Source: an optimization exercise on an open RTL-to-GDS flow (aim: small area, a short achievable clock period and few clock cycles per item). Production flows keep margins and buffers that such runs may drop.
At most, simulation tests tie the RTL to the original design; equivalence was not proved.
For run 1, only the layout was checked, not whether the RTL still works.

==> flow/design.v, too long to show whole: its modules and the start of the top module <==
// module cordic_vec_top: 3928 lines
module cordic_vec_top (
    input  logic clk,
    input  logic rst_n,
    input  logic in_valid,
    output logic in_ready,
    input  logic signed [15:0] x_start,
    input  logic signed [15:0] y_start,
    output logic out_valid,
    input  logic out_ready,
    output logic signed [15:0] mag,
    output logic signed [31:0] theta
);
  // ...
==> flow/flow/run.sh <==
#!/bin/bash
# Own flow: the standard synthesis and layout (standard.sh), but with the
# post-synthesis / post-CTS / post-route repair_timing aiming at a larger
# setup margin (the clock period and all constraints stay the design's).
set -euo pipefail
MARGIN=$(cat flow/margin.txt)
bash standard.sh synth > synth.log 2>&1
# same make command as standard.sh, with SETUP_SLACK_MARGIN raised
CMD=$(grep '^make ' standard.sh | sed -e 's/"\${@:-finish}"//' -e "s/SETUP_SLACK_MARGIN=[^ ]*//")
eval "$CMD SETUP_SLACK_MARGIN=$MARGIN finish" > layout.log 2>&1
RES=$(ls -d orfs/results/*/cordic_vec_top/base)
: # left out here: write the final layout as DEF
==> flow/flow/margin.txt <==
5.8
==> flow/standard.sh <==
#!/bin/bash
# synth_recipe.tcl (not shown) runs the flow's synth.tcl, then flattens the netlist and writes it again
# the make line also repeats each setting of config.mk as NAME=value (left out here)
make -C /OpenROAD-flow-scripts/flow DESIGN_CONFIG=/design/flow/config.mk WORK_HOME=/design/flow/orfs CLKGATE_MAP_FILE= SYNTH_SCRIPT=/design/flow/synth_recipe.tcl "${@:-finish}"
==> flow/config.mk <==
export PLATFORM = sky130hd
export DESIGN_NAME = cordic_vec_top
export DESIGN_NICKNAME = cordic_vec_top
export VERILOG_FILES = /design/flow/design.v
export SDC_FILE = /design/flow/constraint.sdc
export NUM_CORES = 4
export LEC_CHECK = 0
export ABC_CLOCK_PERIOD_IN_PS = 2000
export CAP_MARGIN = 20
export CORE_MARGIN = 2
export CORE_UTILIZATION = 40
export CTS_CLUSTER_DIAMETER = 80
export CTS_CLUSTER_SIZE = 20
export SETUP_SLACK_MARGIN = 5
export SLEW_MARGIN = 20
==> flow/constraint.sdc <==
create_clock -name core_clock -period 9.0 [get_ports {clk}]
set_input_delay 1.8000 -clock core_clock [delete_from_list [all_inputs] [get_ports {clk}]]
set_output_delay 1.8000 -clock core_clock [all_outputs]
set_load 0.01 [all_outputs]
==> out/metrics.cfg, run 1 <==
[hold_path]
hold_end=s9_d[2]$_DFFE_PN_

[global_route]
grt.overflow.total=0
use_met2_pct=27.7

[timing]
max_freq_mhz=310
fin_crit_sh_pct=35.9
period_needed_ns=3.23
tightest_slew_ns=0.985
hold_viol_final=0

[worst_setup_path]
endpoint_kind=output port
regToRegEndpoint=s4_x[16]$_DFFE_PN_
start_kind=flip-flop
crit_cells=2
slowest_stage=dfrtp_4

[place]
gp_congestion=0.847

[logic_synthesis]
ys.flop_type=edfxtp_1
synth_edf_count=686
synth_most_common_cell=edfxtp_1
yosys_register_bits=752
yosys-mux-area-fraction_pct=1.03
yosys.area.top_type=edfxtp_1
yosysSeqAreaShare_pct=50.5
yosysWarningCount=1

[layout]
buffers=195
final_area_um2=48700
clock_buffer_count=64
nets=4156
multiInputGateArea_um2=20400
largest_cell_class=flip-flops and latches

[floorplan]
fp-row-count=121
nWellTaps=1414
dieWidth_um=334

[routing]
drt-total-wl_mm=82.4
viasPerCell=4.93
drtIter0Drc=1068
wire_per_inst_um=16.4

[outcome]
status=finished clean

[clocking]
clock_latency_ns=0.63
post-cts-setup-buffers=60

==> inputs of run 2 (changes only) <==
--- a/flow/design.v
+++ b/flow/design.v
@@ -7,17 +7,18 @@
     input  logic signed [15:0] y_start,
     output logic out_valid,
     input  logic out_ready,
     output logic signed [15:0] mag,
     output logic signed [31:0] theta
 );
     logic k_v, o_v, adv;
     assign adv = ~k_v;
-    assign in_ready = adv;
+    logic rdy_q;
+    assign in_ready = rdy_q;
     logic o_en;
     assign o_en = ~o_v | out_ready;
     logic [15:0] s0_x, s0_y;
     logic s0_v;
     logic [15:0] e_x, e_y;
     assign e_x = x_start;
     assign e_y = y_start;
     logic e_xn, e_yn, e_xz, e_yz, e_sf;
@@ -3886,16 +3887,17 @@
             s9_v <= 1'b0;
             s10_v <= 1'b0;
             s11_v <= 1'b0;
             s12_v <= 1'b0;
             s13_v <= 1'b0;
             s14_v <= 1'b0;
             s15_v <= 1'b0;
             k_v <= 1'b0;
+            rdy_q <= 1'b1;
             o_v <= 1'b0;
         end else begin
             if (adv) begin
                 s0_v <= in_valid;
                 s1_v <= s0_v;
                 s2_v <= s1_v;
                 s3_v <= s2_v;
                 s4_v <= s3_v;
@@ -3907,16 +3909,17 @@
                 s10_v <= s9_v;
                 s11_v <= s10_v;
                 s12_v <= s11_v;
                 s13_v <= s12_v;
                 s14_v <= s13_v;
                 s15_v <= s14_v;
             end
             k_v <= ~o_en & (k_v | s15_v);
+            rdy_q <= o_en | ~(k_v | s15_v);
             if (o_en) o_v <= k_v | s15_v;
         end
     end
     logic [15:0] k_mag, o_mag;
     logic [31:0] k_theta, o_theta;
     always_ff @(posedge clk) if (adv) begin k_mag <= f_mag; k_theta <= f_theta; end
     always_ff @(posedge clk) if (o_en) begin
         o_mag <= k_v ? k_mag : f_mag;
==> flow/flow/margin.txt (replaced) <==
6.0
==> run 2 against run 1 <==
Net effect:
- still clean on timing, DRC and antenna
- flip-flop and latch count is 1 higher
- setup slack improved by 0.11 ns
==> out/metrics.cfg, run 2 <==
[layout]
final_util_pct=45.9
layout_common_cells=686 x edfxtp_1, 351 x ha_1, 301 x xnor2_1, 293 x inv_1, 276 x xor2_1
final_area_um2=49800  ; +2.4%
final_common_cell=edfxtp_1
largestRegisters=k_theta x32, o_theta x32, s15_zu x30
nFillCells=9744
antenna_cells=0
nets=4254  ; +2.4%
fin_cells=5115
syn2layout_area_growth_pct=14.3
drive_gt1_share_pct=13.9

[clocking]
clockBufferDepth=3
clock_latency_ns=0.64  ; about the same
cts_made_buffers=47
cts_tree=built
cts_hold_buf=0
clock_sinks=753
cts_root_buffer=clkbuf_16
clk_pin_slew_ns=0.09
cts_max_level=2

[worst_setup_path]
worst-path-buf-inv=2
r2r_slack_ns=5.88
critical_path.top_delay_family=compound AO/OA/AOI/OAI gates
start_kind=flip-flop
slowest_stage=edfxtp_1
startpoint=s0_x[0]$_DFFE_PN_
endpoint_kind=flip-flop
critical_path_required_ns=9.36
critPathMaxFanout=4
cp.arrival_ns=3.49
regToRegEndpoint=s1_y[15]$_DFFE_PN_
path_class=reg2reg
crit_chain=xor2_1, ha_1, inv_2, fa_2, nor2b_2, o31a_1, o211ai_1, buf_4, a211o_1, a21oi_2, nor4_1, a311o_1
crit_end=s1_y[15]$_DFFE_PN_
r2r_start=s0_x[0]$_DFFE_PN_
critPathMaxStageDelay_ns=0.51
reg2reg_depth=12
crit_cells=12  ; +10

[logic_synthesis]
synth_edf_count=686  ; unchanged
synth.distinct_cells=77
synth_common_cells=686 x edfxtp_1, 374 x ha_1, 309 x inv_1
yosys_register_bits=753  ; +0.13%
synth_cells=3418
synthesis.area_um2=43600
ys.flop_type=edfxtp_1
synth-async-reset-ratio_pct=2.52
yosysSeqAreaShare_pct=50.6  ; about the same
yosys.area.top_type_share_pct=47.3
yosysWarningCount=1  ; unchanged
synth_most_common_cell=edfxtp_1
synth_area_leaders=edfxtp_1 47%, ha_1 11%, fa_1 8.0%
syn_nets=4003
yosys.area.top_type=edfxtp_1
avgSynthCellArea_um2=12.7

[timing]
fin_setup_tns_ns=0
setup_viol=0
rsz0062_at_grt=true
hold_viol_final=0  ; unchanged
max_freq_mhz=320  ; +3.4%
relSlewSlack_pct=32.6
fin_crit_sh_pct=34.7  ; -1.2 points
period_needed_ns=3.12  ; -0.107 ns
finClkSkew_ns=0.0316
tightest_slew_ns=1.01  ; +0.0254 ns
slew_violations=0

[run]
drv_cap=0

[global_route]
grt_antenna_before_repair=0
grt_max_degree=115
grt.overflow.total=0  ; unchanged
first_global_vias=25100
grt_use_total_pct=14.7
grt_pass1_wl_mm=132

[floorplan]
die_area_um2=112000
boundaryPins=86
fp.coreArea_um2=108000
die_h_um=334
initial_core_util_pct=40.2
dieWidth_um=334  ; about the same
fp-row-count=121  ; unchanged

[place]
dp_cells=4868
port_buffers=85
dpl_cell_area_um2=46100
place_hpwl_mm=60.0
gp_congestion=0.869  ; +2.6%

[routing]
drtPass1Iterations=5
routed-via-count=25000
wire_per_inst_um=16.4  ; -0.10%
drt.antenna.violating_nets=0
drcViolationCount=0
drtIter0Drc=1154  ; +8.1%
drt-total-wl_mm=83.9  ; +1.9%
viasPerCell=4.89  ; -0.82%

[hold_path]
hp-class=reg2reg

[outcome]
status=finished clean

run 2: how the worst min path moves through the flow:
| stage | endpoint | slack [ns] | from | depth (start not counted) |
|---|---|---|---|---|
| floorplan | s10_d[0]$_DFFE_PN_ | 0.40 | s9_d[0]$_DFFE_PN_ | 0 |
| global route | s8_d[2]$_DFFE_PN_ | 0.42 | s7_d[2]$_DFFE_PN_ | 0 |
| finish | s14_d[7]$_DFFE_PN_ | 0.41 | s13_d[7]$_DFFE_PN_ | 0 |
| global placement | s7_d[0]$_DFFE_PN_ | 0.40 | s6_d[0]$_DFFE_PN_ | 0 |
| detailed placement | s10_q[1]$_DFFE_PN_ | 0.40 | s9_q[1]$_DFFE_PN_ | 0 |
| CTS | s14_d[7]$_DFFE_PN_ | 0.41 | s13_d[7]$_DFFE_PN_ | 0 |
run 2: layer usage:
layer,global-route usage (%),up-vias,share of wire (%)
li1,-,12500,-
met1,18.1,12000,43
met2,27.1,312,51
met3,1.64,125,2.6
met4,4.29,0,2.9
met5,0,-,0
run 2: final cells by class:
type                    instances  area, µm²  area share, %
repair buffers                269       2260           4.54
flip-flops and latches        753      22000           44.3
multi-input cells            2286      21100           42.3
well taps                    1414       1770           3.55
clock buffers                  67       1290           2.60
inverters                     312       1200           2.41
clock inverters                14        180          0.362
run 2: per-stage QoR:
stage	setup slack [ns]	hold WS (ns)
final	5.88	0.414
after global routing	5.78	0.420
after CTS	5.75	0.414
after detailed placement	5.34	0.405
after global placement	5.40	0.401
after floorplan	5.93	0.400
run 2: worst register-to-register path, cell delays in order (launching register included):
cell and delay (ns):
edfxtp_1 0.51, xor2_1 0.21, ha_1 0.34, inv_2 0.05, fa_2 0.34, nor2b_2 0.14
o31a_1 0.16, o211ai_1 0.10, buf_4 0.16, a211o_1 0.29, a21oi_2 0.19, nor4_1 0.08
a311o_1 0.30
run 2: kinds of logic (layout without fill, tap and decap cells):
logic type                 count (synthesis)  after routing  synth area share (%)
adders and majority gates                549            549                  18.8
DFF                                      753            753                  50.6
and+or+nand+nor                          578            578                  6.49
xor gates and xnor gates                 592            592                  11.9
muxes                                     42             42                  1.06
AOI/OAI and AO/OA                        525            525                  7.88
buffers and inverters                    379            662                  3.31
run 2: what timing repair did:
item,CTS,global route
endpoints found under the setup margin,351,218
gates resized for setup,273,142
pin swaps,35,82
cloned,3,4
buffers inserted,73,86
Testbench counts of run 2, summed over its fixed seeds: cycles 16,136, items 16,000.
==> inputs of run 3 (changes only) <==
==> flow/flow/margin.txt (replaced) <==
5.8
==> run 3 against run 2 <==
Net effect:
- still clean
- non-clock buffer count is 86 lower
- clock skew shrank 0.0042 ns
- cell area shrank 2.6%
- sequential share of layout area rose by 1.2 points
- wire length down 4.4%
- flip-flop and latch count is the same
- area after synthesis is the same
- first-iteration DRC count rose by 4.8%
- via count down 2.3%
==> out/metrics.cfg, run 3 <==
[layout]
nets=4169  ; -2.0%
syn2layout_area_growth_pct=11.4
final_area_um2=48500  ; -2.6%
layout_common_cells=686 x edfxtp_1, 368 x ha_1, 303 x xnor2_1, 299 x inv_1, 285 x xor2_1
final_common_cell=edfxtp_1
nFillCells=9947  ; +2.1%
multiInputGateArea_um2=20400  ; -3.1%
largestRegisters=k_theta x32, o_theta x32, s15_zu x30
regArea_um2=22000  ; unchanged
antenna_cells=0  ; unchanged
drive_gt1_share_pct=7.93  ; -6.0 points

[hold_path]
hold_end=s6_q[0]$_DFFE_PN_
hold_depth=0  ; unchanged
hold_start=s5_q[0]$_DFFE_PN_
hp-class=reg2reg

[timing]
slew_violations=0  ; unchanged
max_freq_mhz=320  ; -0.13%
hold_ws_ns=0.416  ; +0.00111 ns
hold_viol_final=0  ; unchanged
setup_viol=0  ; unchanged
rsz0062_at_grt=true
tightest_slew_ns=0.974  ; -0.0369 ns
worst_slack_ns=5.87  ; -0.00410 ns
finClkSkew_ns=0.0273  ; -0.00423 ns
relSlewSlack_pct=35.1  ; +2.5 points
fin_crit_sh_pct=34.7  ; +0.046 points
fin_setup_tns_ns=0  ; unchanged
period_needed_ns=3.13  ; +0.00410 ns

[floorplan]
die_area_um2=112000  ; unchanged
dieWidth_um=334  ; unchanged
boundaryPins=86  ; unchanged
fp.coreArea_um2=108000  ; unchanged
initial_core_util_pct=40.2  ; unchanged
die_h_um=334  ; unchanged
fp-row-count=121  ; unchanged

[routing]
drcViolationCount=0  ; unchanged
viasPerCell=4.86  ; -0.68%
drt-total-wl_mm=80.2  ; -4.4%
routed-via-count=24400  ; -2.3%
wire_per_inst_um=15.9  ; -2.8%
drt.antenna.violating_nets=0  ; unchanged
drtIter0Drc=1209  ; +4.8%
drtPass1Iterations=4  ; -1

[global_route]
grt_max_degree=182  ; +58%
grt_pass1_wl_mm=129  ; -2.3%
grt_use_total_pct=14.3  ; -0.40 points
grt.overflow.total=0  ; unchanged
first_global_vias=24700  ; -1.7%
grt_antenna_before_repair=0  ; unchanged

[worst_setup_path]
critical_path_required_ns=7.20  ; -2.16 ns
endpoint_kind=output port
r2r_start=s0_x[0]$_DFFE_PN_
critical_path.top_delay_family=flip-flops
critPathMaxFanout=1  ; -3
path_class=reg2out
regToRegEndpoint=s1_y[15]$_DFFE_PN_
crit_cells=1  ; -11
critPathMaxStageDelay_ns=0.40  ; -0.11 ns
slowest_stage=edfxtp_1
cp.arrival_ns=1.33  ; -2.16 ns
r2r_slack_ns=5.88  ; about the same
start_kind=flip-flop
worst-path-buf-inv=1  ; -1
reg2reg_depth=11  ; -1
crit_chain=dlygate4sd2_1

[logic_synthesis]
syn_nets=4003  ; unchanged
yosys.area.top_type_share_pct=47.3  ; unchanged
synth_common_cells=686 x edfxtp_1, 374 x ha_1, 309 x inv_1
yosysWarningCount=1  ; unchanged
synth_area_leaders=edfxtp_1 47%, ha_1 11%, fa_1 8.0%
avgSynthCellArea_um2=12.7  ; unchanged
synth.distinct_cells=77  ; unchanged
synth_most_common_cell=edfxtp_1
yosys.area.top_type=edfxtp_1
synth_edf_count=686  ; unchanged
synthesis.area_um2=43600  ; unchanged
ys.flop_type=edfxtp_1
yosys_register_bits=753  ; unchanged
synth-async-reset-ratio_pct=2.52  ; unchanged
synth_cells=3418  ; unchanged
yosysSeqAreaShare_pct=50.6  ; unchanged

[clocking]
clock_latency_ns=0.65  ; about the same
cts_max_level=2  ; unchanged
cts_made_buffers=48  ; +2.1%
clk_pin_slew_ns=0.08  ; about the same
clock_sinks=753  ; unchanged
clockBufferDepth=3  ; unchanged
cts_root_buffer=clkbuf_16
cts_hold_buf=0  ; unchanged
cts_tree=built

[place]
gp_congestion=0.834  ; -4.1%
dpl_cell_area_um2=46100  ; -0.12%
pre_cts_slack_ns=5.36  ; +0.0207 ns
port_buffers=85  ; unchanged
place_hpwl_mm=59.7  ; -0.54%

[run]
drv_cap=0  ; unchanged

[outcome]
status=finished clean

## run 3: stage by stage
step | utilization [%] | cells
global placement | 42.5 | 4864
detailed placement | 42.5 | 4864
finish | 44.8 | 5032
floorplan | - | 3418
global route | 44.8 | 5032
CTS | 44.1 | 4981
## run 3: cells by family (layout without fill, tap and decap cells)
logic type,count (synthesis),count (layout),share of synthesized area (%)
flops,753,753,50.6
simple gates,578,578,6.49
buf+inv,379,579,3.31
compound gates,525,525,7.88
fa+ha+maj,549,549,18.8
mux,42,42,1.06
xor+xnor,592,592,11.9
## run 3: final cells by class
type / count / share of cell area [%]
Tap cell: 1414 / 3.65
Inverter: 312 / 2.43
Multi-Input combinational cell: 2286 / 42.0
Sequential cell: 753 / 45.4
Clock inverter: 18 / 0.402
Clock buffer: 66 / 2.69
Timing Repair Buffer: 183 / 3.37
## run 3: worst max path at each step
stage / startpoint / to / slack [ns]
3_5_place_dp: s0_cyn$_DFFE_PN_ / s1_y[15]$_DFFE_PN_ / 5.36
6_report: o_theta[31]$_DFFE_PP_ / theta[31] / 5.87
3_3_place_gp: s0_cyn$_DFFE_PN_ / s1_y[14]$_DFFE_PN_ / 5.38
5_1_grt: s0_x[0]$_DFFE_PN_ / s1_y[15]$_DFFE_PN_ / 5.70
4_1_cts: s0_x[0]$_DFFE_PN_ / s1_y[14]$_DFFE_PN_ / 5.75
2_1_floorplan: s1_y[15]$_DFFE_PN_ / s2_y[10]$_DFFE_PN_ / 5.81
## run 3: per-layer routing
metal	track usage, %	vias to the layer above	routed length (µm)
met5	0	-	0
met4	3.65	0	1720
met3	1.78	82	2020
met2	26.3	254	41200
met1	17.8	11700	35300
li1	-	12400	-
## run 3: repair_timing
action,CTS,global route
resized for setup,73,59
gates cloned,0,2
buffers inserted,33,49
pin swaps,5,24
setup endpoints to repair,113,74
==> inputs of run 4 (changes only) <==
--- a/flow/config.mk
+++ b/flow/config.mk
@@ -10,6 +10,6 @@
 export CORE_MARGIN = 2
 export CORE_UTILIZATION = 40
-export CTS_CLUSTER_DIAMETER = 80
-export CTS_CLUSTER_SIZE = 20
+export CTS_CLUSTER_DIAMETER = 90
+export CTS_CLUSTER_SIZE = 25
 export SETUP_SLACK_MARGIN = 5
 export SLEW_MARGIN = 20
==> run 4 against run 3 <==
Net effect:
- flip-flop and latch count did not move
- area after synthesis did not move
- cell area down 0.26%
- via count hardly changed
- register-to-register slack about the same
- global-route usage about the same
- wire length about the same
- critical path depth up 8
- largest cell class unchanged
==> out/metrics.cfg, run 4 <==
[global_route]
grt_busiest_layer=met2
use_met2_pct=26.1  ; -0.17 points
gr-usage-met3_pct=1.80  ; +0.023 points
grt_max_degree=182  ; unchanged
grt_antenna_before_repair=0  ; unchanged
first_global_vias=24600  ; -0.29%
grt.overflow.total=0  ; unchanged
grtUsageMet1_pct=17.8  ; about the same
grt_pass1_wl_mm=129  ; -0.20%
grt_use_total_pct=14.3  ; -0.041 points

[logic_synthesis]
yosys.area.top_type_share_pct=47.3  ; unchanged
synth-xor-area-share_pct=11.9  ; unchanged
synth_simple_gate_area_share_pct=6.49  ; unchanged
synth-async-reset-ratio_pct=2.52  ; unchanged
synth_area_leaders=edfxtp_1 47%, ha_1 11%, fa_1 8.0%
synth_compound_area_share_pct=7.88  ; unchanged
avgSynthCellArea_um2=12.7  ; unchanged
syn_nets=4003  ; unchanged
synth_most_common_cell=edfxtp_1
synth_edf_count=686  ; unchanged
synth_common_cells=686 x edfxtp_1, 374 x ha_1, 309 x inv_1
synth_top_family_by_area=adder cells
synth.distinct_cells=77  ; unchanged
synth-adder-area-share_pct=18.8  ; unchanged
yosys.area.top_type=edfxtp_1
yosysSeqAreaShare_pct=50.6  ; unchanged
yosys_register_bits=753  ; unchanged
yosysWarningCount=1  ; unchanged
ys.flop_type=edfxtp_1
synthesis.area_um2=43600  ; unchanged
yosys-mux-area-fraction_pct=1.06  ; unchanged
synth_cells=3418  ; unchanged

[routing]
routed-via-count=24400  ; +0.041%
drtIter0Drc=1191  ; -1.5%
drcViolationCount=0  ; unchanged
wire_per_inst_um=16.0  ; +0.23%
drt.antenna.violating_nets=0  ; unchanged
drtPass1Iterations=5  ; +1
viasPerCell=4.87  ; +0.24%
drt-total-wl_mm=80.2  ; about the same

[timing]
fin_setup_tns_ns=0  ; unchanged
slew_violations=0  ; unchanged
max_freq_mhz=321  ; +0.39%
tightest_slew_ns=1.00  ; +0.0281 ns
fin_crit_sh_pct=34.6  ; -0.14 points
relSlewSlack_pct=33.2  ; -1.9 points
hold_viol_final=0  ; unchanged
setup_viol=0  ; unchanged
rsz0062_at_grt=true
finClkSkew_ns=0.0480  ; +0.0207 ns
period_needed_ns=3.11  ; -0.0122 ns

[clocking]
clk_pin_slew_ns=0.09  ; about the same
cts_max_level=2  ; unchanged
cts_made_buffers=41  ; -15%
clock_latency_ns=0.63  ; -0.02 ns
clock_sinks=753  ; unchanged
cts_root_buffer=clkbuf_16
cts_tree=built
clockBufferDepth=3  ; unchanged
cts_hold_buf=0  ; unchanged

[floorplan]
fp.coreArea_um2=108000  ; unchanged
fp-row-count=121  ; unchanged
die_area_um2=112000  ; unchanged
initial_core_util_pct=40.2  ; unchanged
dieWidth_um=334  ; unchanged
boundaryPins=86  ; unchanged
die_h_um=334  ; unchanged

[layout]
final_util_pct=44.6  ; -0.12 points
syn2layout_area_growth_pct=11.1
nets=4164  ; -0.12%
antenna_cells=0  ; unchanged
final_common_cell=edfxtp_1
layout_common_cells=686 x edfxtp_1, 367 x ha_1, 303 x xnor2_1, 299 x inv_1, 285 x xor2_1
drive_gt1_share_pct=7.87  ; -0.061 points
largestRegisters=k_theta x32, o_theta x32, s15_zu x30

[hold_path]
hp-class=reg2reg

[place]
port_buffers=85  ; unchanged
gp_congestion=0.834  ; unchanged
place_hpwl_mm=59.7  ; unchanged

[worst_setup_path]
critical_path_required_ns=9.37  ; +2.17 ns
start_kind=flip-flop
endpoint_kind=flip-flop
critPathMaxFanout=4  ; +3
path_class=reg2reg
crit_chain=inv_4, fa_1, fa_1, inv_1, fa_1, ha_4, a21o_1, a211o_1, o22a_1
crit_path_frequent_cell=fa_1
slowest_stage=fa_1
critPathMaxStageDelay_ns=0.49  ; +0.09 ns
cp.arrival_ns=3.49  ; +2.16 ns

[outcome]
status=finished clean

[run]
drv_cap=0  ; unchanged

## run 4: area by class of cell
| class | count | area [µm²] |
|---|---|---|
| fill | 9954 | 60000 |
| sequential | 753 | 22000 |
| multi-input combinational | 2286 | 20400 |
| tap | 1414 | 1770 |
| timing repair buffer | 185 | 1660 |
| inverter | 312 | 1180 |
| clock buffer | 56 | 1130 |
| clock inverter | 16 | 186 |
## run 4: logic make-up (layout without fill, tap and decap cells)
logic type | Yosys count | after routing
xor+xnor | 592 | 592
compound gates | 525 | 525
mux | 42 | 42
flops | 753 | 753
simple gates | 578 | 578
fa+ha+maj | 549 | 549
buf+inv | 379 | 569
## run 4: path summary, 6_finish.rpt
path / startpoint / end / slack (ns) / cells after the start
min in group asynchronous: rst_n / s6_v$_DFFE_PN0N_ / 1.66 / 1
worst max register to register: s14_x[10]$_DFFE_PN_ / s15_mc$_DFFE_PN_ / 5.89 / 9
max in group asynchronous: rst_n / k_v$_DFF_PN0_ / 6.75 / 1
worst min register to register: s10_q[1]$_DFFE_PN_ / s11_q[1]$_DFFE_PN_ / 0.41 / 0
worst min-delay path: s10_q[1]$_DFFE_PN_ / s11_q[1]$_DFFE_PN_ / 0.41 / 0
worst max-delay path: s14_x[10]$_DFFE_PN_ / s15_mc$_DFFE_PN_ / 5.89 / 9
## run 4: through the flow
step | cell area (µm²) | setup slack [ns] | hold slack (ns) | std cells
2_1_floorplan | 43600 | 5.81 | 0.400 | 3418
3_3_place_gp | 46100 | 5.38 | 0.401 | 4864
3_5_place_dp | 46100 | 5.36 | 0.405 | 4864
4_1_cts | 47600 | 5.75 | 0.412 | 4970
5_1_grt | 48400 | 5.77 | 0.433 | 5022
6_report | 48400 | 5.89 | 0.409 | 5022
## run 4: metal layers
metal / vias to the layer above / share of wire (%) / routed length (µm)
met5: - / 0 / 0
met4: 0 / 2.3 / 1840
met3: 84 / 2.6 / 2130
met2: 276 / 51 / 40900
met1: 11700 / 44 / 35400
li1: 12300 / - / -
## run 4: critical path, delay by kind of cell (launching register included)
family / cells / cell delay (ns)
fa+ha+maj: 4 / 1.62
flops: 1 / 0.46
compound gates: 3 / 0.61
buf+inv: 2 / 0.19
## run 4: repair_timing
| action | 4_1_cts | 5_1_grt |
|---|---|---|
| buffers inserted | 34 | 50 |
| setup endpoints to repair | 115 | 73 |
| gates cloned | 0 | 2 |
| gates resized for setup | 74 | 68 |
| pin swaps | 5 | 27 |
==> inputs of run 5 (changes only) <==
==> flow/flow/margin.txt (replaced) <==
5.9
==> run 5 against run 4 <==
Net effect:
- sequential share of layout area decreased by 0.51 points
- area after synthesis is the same
- synthesized cell count did not move
- critical path type is now reg2out
- critical endpoint is now theta[4]
==> out/metrics.cfg, run 5 <==
[outcome]
status=finished clean

[routing]
route.met3.wl_mm=1.86  ; -13%
routed-via-count=24700  ; +1.2%
drtPass1Iterations=5  ; unchanged
drt-total-wl_mm=81.5  ; +1.6%
route.met2.wl_mm=42.6  ; +4.2%
drcViolationCount=0  ; unchanged
wire_per_inst_um=16.2  ; +1.1%
viasPerCell=4.90  ; +0.64%
met1_length_mm=35.1  ; -0.82%
top_layer_used=met4
drtIter0Drc=1112  ; -6.6%
drt.antenna.violating_nets=0  ; unchanged

[worst_setup_path]
critical_path.top_delay_family=flip-flops
critPathMaxStageDelay_ns=0.46  ; -0.03 ns
start_kind=flip-flop
critical_path_required_ns=7.20  ; -2.17 ns
endpoint_kind=output port
worst-path-buf-inv=1  ; -1
crit_chain=buf_2
cp.arrival_ns=1.27  ; -2.22 ns
path_class=reg2out
slowest_stage=edfxtp_1
critPathMaxFanout=1  ; -3

[floorplan]
fp-row-count=121  ; unchanged
dieWidth_um=334  ; unchanged
boundaryPins=86  ; unchanged
die_area_um2=112000  ; unchanged
die_h_um=334  ; unchanged
fp.coreArea_um2=108000  ; unchanged
initial_core_util_pct=40.2  ; unchanged

[clocking]
cts_tree=built
cts_root_buffer=clkbuf_16
clock_latency_ns=0.65  ; +0.02 ns
clock_sinks=753  ; unchanged
cts_max_level=2  ; unchanged
clk_pin_slew_ns=0.10  ; about the same
cts_made_buffers=40  ; -2.4%
clockBufferDepth=3  ; unchanged

[layout]
nets=4189  ; +0.60%
multiInputGateArea_um2=20800  ; +1.8%
regArea_um2=22000  ; unchanged
syn2layout_area_growth_pct=12.3
final_util_pct=45.1  ; +0.50 points
final_common_cell=edfxtp_1
nFillCells=9853  ; -1.0%
final_area_um2=48900  ; +1.1%
drive_gt1_share_pct=10.5  ; +2.7 points
largestRegisters=k_theta x32, o_theta x32, s15_zu x30
layout_common_cells=686 x edfxtp_1, 358 x ha_1, 302 x xnor2_1, 296 x inv_1, 278 x xor2_1
antenna_cells=0  ; unchanged

[logic_synthesis]
synth_common_cells=686 x edfxtp_1, 374 x ha_1, 309 x inv_1
syn_nets=4003  ; unchanged
synthesis.area_um2=43600  ; unchanged
synth-async-reset-ratio_pct=2.52  ; unchanged
synth_area_leaders=edfxtp_1 47%, ha_1 11%, fa_1 8.0%
yosys_register_bits=753  ; unchanged
synth_edf_count=686  ; unchanged
yosysWarningCount=1  ; unchanged
avgSynthCellArea_um2=12.7  ; unchanged
yosys.area.top_type=edfxtp_1
yosys.area.top_type_share_pct=47.3  ; unchanged
synth_most_common_cell=edfxtp_1
synth_cells=3418  ; unchanged
ys.flop_type=edfxtp_1
yosysSeqAreaShare_pct=50.6  ; unchanged
synth.distinct_cells=77  ; unchanged

[place]
pre_cts_slack_ns=5.28  ; -0.0802 ns
gp_congestion=0.868  ; +4.2%
port_buffers=85  ; unchanged
place_hpwl_mm=59.7  ; about the same
dpl_cell_area_um2=46100  ; about the same

[timing]
setup_viol=0  ; unchanged
relSlewSlack_pct=30.2  ; -3.0 points
hold_ws_ns=0.402  ; -0.00659 ns
period_needed_ns=3.07  ; -0.0453 ns
tightest_slew_ns=1.05  ; +0.0455 ns
slew_violations=0  ; unchanged
fin_setup_tns_ns=0  ; unchanged
finClkSkew_ns=0.0330  ; -0.0150 ns
rsz0062_at_grt=true
worst_slack_ns=5.93  ; +0.0453 ns
hold_viol_final=0  ; unchanged
fin_crit_sh_pct=34.1  ; -0.50 points
max_freq_mhz=326  ; +1.5%

[global_route]
grt_antenna_before_repair=0  ; unchanged
first_global_vias=24900  ; +1.2%
grt_use_total_pct=14.5  ; +0.23 points
grt.overflow.total=0  ; unchanged
grt_max_degree=169  ; -7.1%
grt_pass1_wl_mm=131  ; +1.7%

[run]
drv_cap=0  ; unchanged

[hold_path]
hp-class=reg2reg

[run 5: cell counts after synthesis]
Identical to the previous run, type by type.
[run 5: logic make-up after synthesis]
kind of cell | Yosys count | share of synthesized area (%)
adder cells (fa/ha/maj) | 549 | 18.8
XOR/XNOR | 592 | 11.9
buffers and inverters | 379 | 3.31
multiplexers | 42 | 1.06
AND/OR/NAND/NOR | 578 | 6.49
flip-flops | 753 | 50.6
AO/OA/AOI/OAI | 525 | 7.88
[run 5: final timing paths]
path,from,to,slack (ns),cells after the start
min in group asynchronous,rst_n,s1_v$_DFFE_PN0N_,1.65,1
worst max register to register,s14_x[11]$_DFFE_PN_,s15_mc$_DFFE_PN_,5.95,9
max in group asynchronous,rst_n,k_v$_DFF_PN0_,6.76,1
worst min-delay path,s2_q[1]$_DFFE_PN_,s3_q[1]$_DFFE_PN_,0.40,0
worst min register to register,s2_q[1]$_DFFE_PN_,s3_q[1]$_DFFE_PN_,0.40,0
worst max-delay path,o_theta[4]$_DFFE_PP_,theta[4],5.93,1
[run 5: routing by layer]
| layer | global-route usage (%) | up-vias |
|---|---|---|
| li1 | - | 12400 |
| met1 | 17.7 | 11900 |
| met2 | 27.1 | 285 |
| met3 | 1.55 | 105 |
| met4 | 3.86 | 0 |
| met5 | 0 | - |
[run 5: repair_timing]
action,CTS,global route
pin swaps,17,53
hold buffers,0,0
resized for setup,192,110
cloned,1,2
endpoints found under the setup margin,233,74
setup buffers,63,48
[run 5: area by class of cell]
| cell class | instances | share of cell area [%] |
|---|---|---|
| flip-flops and latches | 753 | 45.0 |
| multi-input cells | 2286 | 42.5 |
| well taps | 1414 | 3.62 |
| clock inverters | 19 | 0.430 |
| repair buffers | 211 | 3.83 |
| clock buffers | 53 | 2.17 |
| inverters | 312 | 2.43 |
[run 5: metrics by stage]
| step | std cells |
|---|---|
| 2_1_floorplan | 3418 |
| 3_3_place_gp | 4862 |
| 3_5_place_dp | 4862 |
| 4_1_cts | 4998 |
| 5_1_grt | 5048 |
| 6_report | 5048 |

port drivers added, routing unchanged:
The results above use ideal ports. As a check the final layouts listed here were re-extracted and re-timed, cells and wires unchanged.
Step 1 (the two cells are an assumption about what drives the block):
set clk [get_ports {clk}]
set_driving_cell -lib_cell sky130_fd_sc_hd__clkbuf_16 $clk
set_driving_cell -lib_cell sky130_fd_sc_hd__buf_2 [delete_from_list [all_inputs] $clk]
Step 2 moves the port delays by t, midway between the first and last clock arrival at a register: inputs arrive t later, outputs are due t later. That takes back most of the time a late clock gives input paths.
Three values: no drivers, after step 1, after step 2; two values: the first two.
| run | shift t [ns] | setup WS [ns] | worst slew at a driven data input, ns |
|---|---|---|---|
| run 1 | 0.679 | 5.772 / 5.707 / 5.349 | 0.05 |
| run 2 | 0.693 | 5.879 / 5.850 / 5.564 | 0.04 |
| run 3 | 0.705 | 5.874 / 5.805 / 5.387 | 0.05 |
| run 4 | 0.675 | 5.887 / 5.822 / 5.444 | 0.05 |
| run 5 | 0.693 | 5.932 / 5.866 / 5.595 | 0.05 |
After both steps setup and hold are still met in every run listed. The setup slack of run 3, which loses most, moves by -0.069 ns with the drivers and by -0.487 ns with both steps.
